Background: an optimization exercise with open tools, aiming at small area, a short achievable clock period and few clock cycles. Do not read the settings as production practice.
Function was not checked in any run shown here: the RTL went through the layout flow alone.
Power figures rest on the tool's default switching activity, not on a simulated workload.

==> design/flow/flow/run.sh <==
#!/bin/bash
# Standard layout, with plain buffers on the ports.
set -e
echo 'export BUFFER_PORTS_ARGS = -buffer_cell sky130_fd_sc_hd__buf_1' >> config.mk
bash standard.sh > standard.log 2>&1
==> design/flow/standard.sh <==
#!/bin/bash
# synth_recipe.tcl (not shown) runs the flow's synth.tcl, then flattens the netlist and writes it again
# the make line also repeats each setting of config.mk as NAME=value (left out here)
make -C /OpenROAD-flow-scripts/flow DESIGN_CONFIG=/design/flow/config.mk WORK_HOME=/design/flow/orfs CLKGATE_MAP_FILE= SYNTH_SCRIPT=/design/flow/synth_recipe.tcl "${@:-finish}"
==> design/flow/config.mk <==
export PLATFORM = sky130hd
export DESIGN_NAME = mult_accelerator
export DESIGN_NICKNAME = mult_accelerator
export VERILOG_FILES = /design/flow/design.v
export SDC_FILE = /design/flow/constraint.sdc
export NUM_CORES = 4
export LEC_CHECK = 0
export CAP_MARGIN = 20
export CORE_MARGIN = 2
export CORE_UTILIZATION = 40
export CTS_BUF_LIST = sky130_fd_sc_hd__clkbuf_8
export PLACE_DENSITY = 0.6
export SETUP_SLACK_MARGIN = 3.6
export SLEW_MARGIN = 20
export BUFFER_PORTS_ARGS = -buffer_cell sky130_fd_sc_hd__buf_1
==> design/flow/constraint.sdc <==
create_clock -name core_clock -period 6.0 [get_ports {clk}]
set_input_delay 1.2000 -clock core_clock [delete_from_list [all_inputs] [get_ports {clk}]]
set_output_delay 1.2000 -clock core_clock [all_outputs]
set_load 0.01 [all_outputs]
==> design/flow/design.v <==
module mult_accelerator (
	input clk,
	output read_n,
	output write_n,
	output chipselect,
	input waitrequest,
	output [31:0] address,
	output [1:0] byteenable,
	input readdatavalid,
	input [15:0] readdata,
	output [15:0] writedata,
	input reset_n
);
assign byteenable = 2'b11;
assign chipselect = 1'b1;
localparam [15:0] PIX1 = 16'd1,     W1 = 16'd50,    R1 = 16'd39250,
                  PIX2 = 16'd39450, W2 = 16'd39463, R2 = 16'd49463;
localparam [5:0] PEND1 = PIX1[5:0] + 6'd49, PEND2 = PIX2[5:0] + 6'd13;
localparam [9:0] REND1 = R1[9:0] + 10'd200, REND2 = R2[9:0] + 10'd200;
localparam [13:0] OFS1 = -14'sd6272, OFS2 = -14'sd1600;
localparam [2:0] S_POLL = 3'd0, S_RUN = 3'd1, S_END = 3'd2, S_WR = 3'd3, S_FLAG = 3'd4;
reg [2:0]  state;
reg        layer2;       
reg        cmd;          
reg        ph;           
reg [1:0]  s;            
reg [5:0]  pa;           
reg [9:0]  ra;           
reg [15:0] wptr;         
reg [15:0] aq;           
reg        rd, wr;       
reg [1:0]  t1, t2;       
reg [15:0] pix;          
reg [1:0]  q;            
reg [4:0]  y01, y23;     
reg        yv;           
reg        cy;           
reg [5:0]  acc_lo;
reg [7:0]  acc_hi;
assign read_n = !rd;
assign write_n = !wr;
assign address = {2'b11, 13'd0, aq, 1'b0};
assign writedata = {{2{acc_hi[7]}}, acc_hi, acc_lo};
wire taken = (rd || wr) && !waitrequest;
wire [9:0] phi = layer2 ? PIX2[15:6] : PIX1[15:6];
wire [5:0] plo = layer2 ? PIX2[5:0] : PIX1[5:0];
wire row_end = (pa == (layer2 ? PEND2 : PEND1)) && (s == (layer2 ? 2'd1 : 2'd3));
wire last_r  = (ra == (layer2 ? REND2 : REND1));
wire acc_done = (t1 != 2'b10) && (t2 != 2'b10) && !yv;
always @(posedge clk) begin
	if (!reset_n) begin
		state <= S_POLL;
		rd <= 1'b1;
		wr <= 1'b0;
		aq <= 16'd0;
		cmd <= 1'b0;
	end else begin
		cmd <= 1'b0;
		case (state)
			S_POLL: begin
				cmd <= readdatavalid && (&readdata[15:2]) && (readdata[1] ^ readdata[0]);
				if (cmd) begin
					state <= S_RUN;
					aq <= {phi, plo};
				end
			end
			S_RUN: if (taken) begin
				if (ph || s != 2'd3)
					aq <= wptr;
				if (!ph && row_end) begin
					state <= S_END;
					aq <= {phi, plo};
				end else if (!ph && s == 2'd3)
					aq <= {phi, pa};
			end
			S_END: begin
				if (taken) rd <= 1'b0;
				if (acc_done && (!ph || taken)) begin
					state <= S_WR;
					aq <= {layer2 ? R2[15:10] : R1[15:10], ra};
					rd <= 1'b0;
					wr <= 1'b1;
				end
			end
			S_WR: if (taken) begin
				if (last_r) begin
					state <= S_FLAG;
					aq <= 16'd0;
				end else begin
					state <= S_RUN;
					aq <= wptr;
					rd <= 1'b1;
					wr <= 1'b0;
				end
			end
			S_FLAG: if (taken) begin
				state <= S_POLL;
				rd <= 1'b1;
				wr <= 1'b0;
			end
			default: state <= S_POLL;
		endcase
	end
end
always @(posedge clk) begin
	if (!reset_n) begin
		t1 <= 2'b00;
		t2 <= 2'b00;
	end else begin
		t2 <= t1;
		t1 <= (taken && rd && (state == S_RUN || state == S_END)) ? (ph ? 2'b01 : 2'b10) : 2'b00;
	end
end
wire wnext_load = ((state == S_RUN) && taken && (ph || (s != 2'd3 && !row_end))) ||
                  ((state == S_WR) && taken && !last_r);
always @(posedge clk) begin
	if (state == S_POLL) begin
		if (readdatavalid && !cmd)
			layer2 <= readdata[0];
		ph <= 1'b1;
		s <= 2'd0;
		pa <= plo + 6'd1;
		ra <= layer2 ? R2[9:0] : R1[9:0];
		wptr <= layer2 ? W2 : W1;
	end
	if (wnext_load)
		wptr <= wptr + 16'd1;
	if (state == S_RUN && taken) begin
		if (ph)
			ph <= 1'b0;
		else begin
			s <= row_end ? 2'd0 : s + 2'd1;
			if (row_end) begin
				ph <= 1'b1;
				pa <= plo + 6'd1;
			end else if (s == 2'd3) begin
				ph <= 1'b1;
				pa <= pa + 6'd1;
			end
		end
	end
	if (state == S_END && taken)
		ph <= 1'b0;
	if (state == S_END && acc_done && (!ph || taken))
		ra <= ra + 10'd1;
end
wire arr_pix = t2[0];
wire arr_wt  = t2[1];
reg [3:0] g;
always @(*)
	case (q)
		2'd0: g = pix[15:12];
		2'd1: g = pix[11:8];
		2'd2: g = pix[7:4];
		default: g = pix[3:0];
	endcase
wire [3:0] o0 = g[0] ? {~readdata[3],  readdata[2:0]}   : 4'd8;
wire [3:0] o1 = g[1] ? {~readdata[7],  readdata[6:4]}   : 4'd8;
wire [3:0] o2 = g[2] ? {~readdata[11], readdata[10:8]}  : 4'd8;
wire [3:0] o3 = g[3] ? {~readdata[15], readdata[14:12]} : 4'd8;
wire [6:0] lo_sum = acc_lo + y01 + y23;
always @(posedge clk) begin
	if (arr_pix)
		pix <= readdata;
	if (arr_pix)
		q <= 2'd0;
	else if (arr_wt)
		q <= q + 2'd1;
	y01 <= arr_wt ? o0 + o1 : 5'd0;
	y23 <= arr_wt ? o2 + o3 : 5'd0;
	yv <= arr_wt;
	if (state == S_POLL || (state == S_WR && taken)) begin
		acc_lo <= {6{state == S_WR && last_r}};
		acc_hi <= (state == S_WR && last_r) ? 8'hFF : (layer2 ? OFS2[13:6] : OFS1[13:6]);
		cy <= 1'b0;
	end else begin
		acc_lo <= lo_sum[5:0];
		acc_hi <= acc_hi + cy;
		cy <= lo_sum[6];
	end
end
endmodule
==> summary.txt, run 1 <==
CTS tree: yes
CP max-delay cell: a2111oi_4
fin nets: 712
crit-path max FO: 5
vias in the first global route: 4345
DP Cell Count: 799
root buffer cell: clkbuf_8
Clk Latency, worst-skew pair: 0.39 ns
synth warn: 1
EDFF count, synth: 43
Top FF cell, synth: dfxtp_1
Tcrit/Tclk final: 40.8%
hold_buf cts: 0
mux contribution to synthesized area: 1.28%
Fillers: 1297
GRT Total Usage: 18.5%
Finished Layout Cells: 846
initial antenna violation count: 0
DIE WIDTH: 123 µm
1st-iter DRT viols: 319
antenna cell count: 0
Die ar.: 15100 µm²
CP Launch Type: input port
dpl hpwl: 9550 µm
Synth Cell Area: 5650 µm²
DR vias/cell: 5.32
Layout Cell Area excl Fill: 6690 µm²
worst stage delay on the critical path: 0.44 ns
max-slew violations: 0
setup slack after layout: 3.55 ns
Tot Pwr: 1.99 mW
Setup TNS: 0 ns
VDD IR max: 131 µV
global route overflow: 0
post-synthesis cell count: 592
TritonCTS Buffers: 9
Peak Freq: 0.408 GHz
adder-cell share of the synthesized area: 7.93%
syn_area_per_cell: 9.54 µm²
CTS H-tree lvls: 3
die height: 123 µm
xor/xnor cell area share of the yosys netlist: 5.58%
placed cell area: 5920 µm²
synthesis-stage register bit count: 106
Req. time, crit path: 6.28 ns
Synth Area in Compound Gates: 14.9%
post-synthesis sequential area ratio: 45.2%
post-route ant nets: 0
RSZ-0062 raised after global routing: true
Clk pin slew, worst setup/hold paths: 0.10 ns
port buffer count: 53
worst hold slack: 0.457 ns
share of layout cells above drive strength 1: 16.5%
status: no timing/DRC/antenna violations
Final Util: 48.3%
wire per inst: 16.0 µm
CP endpoint kind: flop
final setup vio count: 0
Detailed Routing Iterations Pass 1: 4
CTS Buffer Depth: 2
Unique masters post-synth: 64
headroom to the max-slew limit: 43.8%
routability-driven placement congestion ratio: 0.841
pre-CTS setup slack: 2.83 ns
CP Class: in2reg
Core Footprint: 13800 µm²
first-pass GRT wire length: 21900 µm
row count: 43
max-cap violations: 0
asr flop ratio synth: 0%
starting density of the core: 40.9%
Post-Synth Simple-Gate Area: 18.7%
Final Hold Viols: 0
CTS Sinks: 106
via count: 4499
DRC Markers: 0
synthesis-to-finish area growth: 18.3%
flop-to-flop setup slack: 3.61 ns
crit-path cells: buf_8 -> o21bai_4 -> a2111oi_4 -> buf_4 -> o211a_4 -> buf_4 -> nor2_1 -> o32ai_1
LEAKAGE: 2.47 nW
clk_skew: 0.0152 ns
largest net degree at the start of global routing: 24
Worst Path Arrival: 2.73 ns
most used cell, CP: buf_4
PD cells: 298 nW/µm²
Hold Path Class: reg2reg
crit path time final: 2.45 ns
worst slew pin tran: 0.836 ns
num ports: 73
combinational family with the most area after synthesis: simple AND/OR/NAND/NOR gates
Routed WL: 13500 µm
## layout by cell type, fill, tap and decap left out, types with 8 or more instances in the layout
| master | instances |
|---|---|
| buf_1 | 51 |
| buf_4 | 25 |
| edfxtp_1 | 43 |
| nand2_1 | 64 |
| nor2b_1 | 10 |
| dfxtp_1 | 59 |
| a21oi_1 | 27 |
| xor2_1 | 21 |
| inv_1 | 22 |
| nor2_1 | 41 |
| clkbuf_8 | 10 |
| o21ai_0 | 28 |
| a31oi_1 | 8 |
| conb_1 | 19 |
| a21oi_2 | 9 |
| xnor2_1 | 15 |
| ha_1 | 16 |
| and2_1 | 18 |
| nand3_1 | 23 |
| nor3_1 | 8 |
## power by group
group | leakage, nW | internal (mW) | switching [mW]
Combinational | 1.42 | 0.222 | 0.300
Sequential | 0.945 | 0.872 | 0.137
Clock | 0.108 | 0.205 | 0.255
## flip-flops by register name, indices dropped and copies added, names as in the netlist
name	flops
acc_lo	6
y23	5
state	3
cy	1
layer2	1
yv	1
aq	16
ra	10
t2	2
rd	1
t1	2
wptr	16
wr	1
s	2
y01	5
acc_hi	8
pix	16
q	2
ph	1
cmd	1
pa	6
## cell type report
| class | count | area, µm² | share of cell area (%) |
|---|---|---|---|
| clock buffers | 10 | 138 | 2.06 |
| clock inverters | 6 | 65.1 | 0.973 |
| inverters | 26 | 103 | 1.53 |
| multi-input cells | 436 | 3120 | 46.7 |
| flip-flops and latches | 106 | 2560 | 38.3 |
| well taps | 180 | 225 | 3.37 |
| repair buffers | 82 | 473 | 7.07 |
## cells in the mapped netlist, drive strengths merged, types with 3 or more instances
cell,instances,area share (%)
a21o,6,0.80
a21oi,38,3.6
a221oi,5,0.78
a222oi,4,0.71
a31oi,9,1.3
a41oi,3,0.47
and2,20,2.2
and3,7,0.78
buf,30,3.6
clkbuf,13,0.89
dfxtp,63,22
edfxtp,43,23
fa,8,2.8
ha,23,5.1
inv,25,1.7
mux2i,6,1.3
nand2,72,4.8
nand2b,4,0.44
nand3,24,2.1
nand3b,3,0.40
nand4,7,0.78
nor2,45,3.0
nor2b,11,1.2
nor3,8,0.71
nor4,4,0.44
o21a,4,0.53
o21ai,34,3.0
o32ai,4,0.62
or2,3,0.38
xnor2,15,2.3
xor2,21,3.3
## worst max-delay path, delay by kind of cell
kind / cells / cell delay (ns)
AO/OA/AOI/OAI: 4 / 1.06
AND/OR/NAND/NOR: 1 / 0.04
buffers and inverters: 3 / 0.43
## per-layer routing
layer	wire length [µm]	vias to the layer above	track usage, %
li1	-	2200	-
met1	6320	2150	25.7
met2	6350	133	29.1
met3	695	16	3.44
met4	179	0	5.96
met5	0	-	0
## worst paths after layout
path,startpoint,to,cells after the start
worst max-delay path,waitrequest,aq[8],8
worst max register to register,q[1],y01[3],11
worst min register to register,t1[1],t2[1],1
worst min-delay path,t1[1],t2[1],1
## repair_timing
action | 4_1_cts | 5_1_grt
gates resized for setup | 34 | 37
setup buffers | 18 | 10
pin swaps | 15 | 15
endpoints found under the setup margin | 84 | 80
gates cloned | 2 | 1
## logic make-up after synthesis
| logic type | after synthesis |
|---|---|
| compound gates | 125 |
| xor+xnor | 36 |
| fa+ha+maj | 31 |
| buf+inv | 69 |
| flops | 106 |
| mux | 6 |
| other cells | 2 |
| simple gates | 217 |
==> inputs of run 2 (changes only) <==
==> design/flow/flow/run.sh (replaced) <==
#!/bin/bash
# Standard layout, with plain buffers on the ports.
set -e
echo 'export BUFFER_PORTS_ARGS = -buffer_cell sky130_fd_sc_hd__buf_2' >> config.mk
bash standard.sh > standard.log 2>&1
--- a/design/flow/config.mk
+++ b/design/flow/config.mk
@@ -7,9 +7,9 @@
 export LEC_CHECK = 0
 export CAP_MARGIN = 20
 export CORE_MARGIN = 2
-export CORE_UTILIZATION = 40
+export CORE_UTILIZATION = 65
 export CTS_BUF_LIST = sky130_fd_sc_hd__clkbuf_8
-export PLACE_DENSITY = 0.6
+export PLACE_DENSITY = 0.75
 export SETUP_SLACK_MARGIN = 3.6
 export SLEW_MARGIN = 20
-export BUFFER_PORTS_ARGS = -buffer_cell sky130_fd_sc_hd__buf_1
+export BUFFER_PORTS_ARGS = -buffer_cell sky130_fd_sc_hd__buf_2
==> summary.txt, run 2 <==
LEAKAGE: 2.59 nW (+4.7%)
status: no timing/DRC/antenna violations
mux contribution to synthesized area: 1.28% (unchanged)
root buffer cell: clkbuf_8
synthesis-to-finish area growth: 14.5%
Setup TNS: 0 ns (unchanged)
EDFF count, synth: 43 (unchanged)
vias in the first global route: 4248 (-2.2%)
CTS H-tree lvls: 3 (unchanged)
global route overflow: 0 (unchanged)
crit path time final: 2.40 ns (-0.0527 ns)
Req. time, crit path: 4.80 ns (-1.48 ns)
cell family with most CP delay: flip-flops
Detailed Routing Iterations Pass 1: 5 (+1)
Die ar.: 9450 µm² (-37%)
num ports: 73 (unchanged)
die height: 97.2 µm (-21%)
largest registers: aq x16, pix x16, wptr x16
pre-CTS setup slack: 2.90 ns (+0.0720 ns)
setup slack after layout: 3.60 ns (+0.0527 ns)
syn_area_per_cell: 9.54 µm² (unchanged)
asr flop ratio synth: 0% (unchanged)
max-slew violations: 0 (unchanged)
starting density of the core: 65.7% (+25 points)
TritonCTS Buffers: 9 (unchanged)
post-synthesis cell count: 592 (unchanged)
Reg-to-Reg End: wptr[0]
Final Hold Viols: 0 (unchanged)
Core Footprint: 8590 µm² (-38%)
Tcrit/Tclk final: 39.9% (-0.88 points)
worst stage delay on the critical path: 0.49 ns (+0.05 ns)
Reg-to-Reg Start: layer2
Tot Pwr: 1.93 mW (-2.9%)
Clk pin slew, worst setup/hold paths: 0.11 ns (about the same)
area leader, netlist: edfxtp_1
Worst Path Arrival: 1.20 ns (-1.53 ns)
cell count of the worst reg-to-reg path: 6 (-5)
CTS Sinks: 106 (unchanged)
adder-cell share of the synthesized area: 7.93% (unchanged)
xor/xnor cell area share of the yosys netlist: 5.58% (unchanged)
final setup vio count: 0 (unchanged)
Unique masters post-synth: 64 (unchanged)
routability-driven placement congestion ratio: 0.883 (+5.0%)
Hold Path Origin: t1[0]
combinational family with the most area after synthesis: simple AND/OR/NAND/NOR gates
post-synth top area share: 22.9% (unchanged)
flop-to-flop setup slack: 3.63 ns (+0.02 ns)
Area contributors post-synth: edfxtp_1, dfxtp_1, ha_1
share of layout cells above drive strength 1: 20.4% (+3.9 points)
CP endpoint kind: primary output
DRC Markers: 0 (unchanged)
crit-path cells: inv_1 -> buf_2
post-synthesis sequential area ratio: 45.2% (unchanged)
crit-path max FO: 4 (-1)
first-pass GRT wire length: 20800 µm (-5.3%)
DIE WIDTH: 97.2 µm (-21%)
via count: 4521 (+0.49%)
CTS Buffer Depth: 2 (unchanged)
hold_buf cts: 0 (unchanged)
Top FF cell, synth: dfxtp_1
max-cap violations: 0 (unchanged)
VDD IR max: 250 µV (+90%)
Synth Area in Compound Gates: 14.9% (unchanged)
Hold Path Class: reg2reg
top-count cell post-synth: nand2_1
synthesis-stage register bit count: 106 (unchanged)
Buf/Inv on CP: 2 (-1)
largest net degree at the start of global routing: 24 (unchanged)
most frequent cells in the layout: nand2_1, dfxtp_1, buf_2
headroom to the max-slew limit: 32.4% (-11 points)
row count: 34 (-21%)
Worst Hold Path EP: t2[0]
RSZ-0062 raised after global routing: true
antenna cell count: 0 (unchanged)
PD cells: 299 nW/µm² (+0.32%)
Peak Freq: 0.417 GHz (+2.2%)
Synth Cell Area: 5650 µm² (unchanged)
Routed WL: 13100 µm (-3.4%)
Post-Synth Simple-Gate Area: 18.7% (unchanged)
CP Class: reg2out
1st-iter DRT viols: 344 (+7.8%)
Final Util: 75.3% (+27 points)
clk_skew: 0.0123 ns (-0.00287 ns)
post-route ant nets: 0 (unchanged)
fin nets: 702 (-1.4%)
CTS tree: yes
CP max-delay cell: dfxtp_1
wire per inst: 17.1 µm (+7.0%)
synth warn: 1 (unchanged)
Clk Latency, worst-skew pair: 0.38 ns (about the same)
DR vias/cell: 5.92 (+11%)
worst slew pin tran: 1.01 ns (+0.175 ns)
GRT Total Usage: 27.0% (+8.5 points)
dpl hpwl: 9180 µm (-3.8%)
CP Launch Type: flop
port buffer count: 53 (unchanged)
most common cell after layout, fill and taps aside: nand2_1
Hold Path Cell Cnt: 1 (unchanged)
initial antenna violation count: 0 (unchanged)
top post-synthesis cells by count: nand2_1, dfxtp_1, nor2_1
==> run 2: cell count changes in the layout (fill, tap and decap cells not counted), sizes merged <==
| cell | delta |
|---|---|
| buf | -8 |
| bufinv | -1 |
| clkbuf | -1 |
| clkdlybuf4s15 | -1 |
| clkinvlp | +1 |
| o211a | +1 |
| o211ai | -1 |
==> run 2: routing by layer <==
metal / track usage [%] / vias up / share of wire [%]
met5: 0 / - / 0
met2: 43.1 / 196 / 48
met3: 5.18 / 25 / 7.4
li1: - / 2173 / -
met1: 38.4 / 2127 / 43
met4: 7.05 / 0 / 1.2
==> run 2: worst max-delay path by stage <==
stage          slack, ns  endpoint  cells past startpoint   startpoint
2_1_floorplan       3.49     aq[1]                      5  waitrequest
3_3_place_gp        2.96    aq[15]                      7  waitrequest
3_5_place_dp        2.90     aq[9]                      7  waitrequest
4_1_cts             3.55    aq[15]                      8  waitrequest
5_1_grt             3.53  state[1]                      9  waitrequest
6_report            3.60    read_n                      2           rd
==> run 2: where the power goes <==
group / total, mW / internal, mW / switching, mW
logic: 0.492 / 0.210 / 0.283
clock network: 0.432 / 0.172 / 0.260
registers: 1.01 / 0.872 / 0.137
==> run 2: cell families after synthesis <==
logic type                 count (synthesis)
and+or+nand+nor                          217
AOI/OAI and AO/OA                        125
DFF                                      106
buffers and inverters                     69
xor gates and xnor gates                  36
adders and majority gates                 31
muxes                                      6
other                                      2
==> run 2: repair_timing <==
item,in CTS,in global routing
pin swaps,6,10
setup endpoints to repair,70,65
resized for setup,21,26
gates cloned,2,0
setup buffers,11,7
==> run 2: stage by stage <==
step	instances	hold slack, ns	area [µm²]
floorplan	609	0.393	5760
global placement	728	0.434	5910
detailed placement	728	0.447	5910
CTS	757	0.473	6290
global route	764	0.503	6470
finish	764	0.476	6470
==> run 2: layout make-up <==
type                    count  area (µm²)
clock buffers              10         138
clock inverters             6        61.3
fillers                   634        2130
inverters                  26         103
multi-input cells         436        3030
flip-flops and latches    106        2560
well taps                 108         135
repair buffers             72         438

re-timing with driven ports:
How much do the figures lean on ideal ports? The routed layouts below were timed once more, with nothing changed but the port constraints. Step 1, drivers: a clkbuf_16 drives clk and a buf_2 each remaining input, both assumed. Step 2 times the ports against the registers' clock, not the clock port: input delays grow and output delays shrink by t, the midpoint of the rising clock arrivals with the driver on. Slacks: ideal ports / drivers / drivers and shift; pairs: ideal ports / drivers.
| run | shift t [ns] | slack for setup (ns) | latest minus earliest clock arrival (ns) | worst data-port slew with drivers (ns) | cell pins on the clock port's net |
|---|---|---|---|---|---|
| run 1 | 0.413 | 3.550 / 3.545 / 3.131 | 0.016 / 0.015 | 0.05 | 1 |
| run 2 | 0.401 | 3.603 / 3.571 / 3.199 | 0.012 / 0.013 | 0.05 | 1 |
After both steps every run listed still meets setup and hold. For run 1, which loses most, drivers alone change the setup slack by -0.005 ns; drivers and shift together by -0.419 ns.
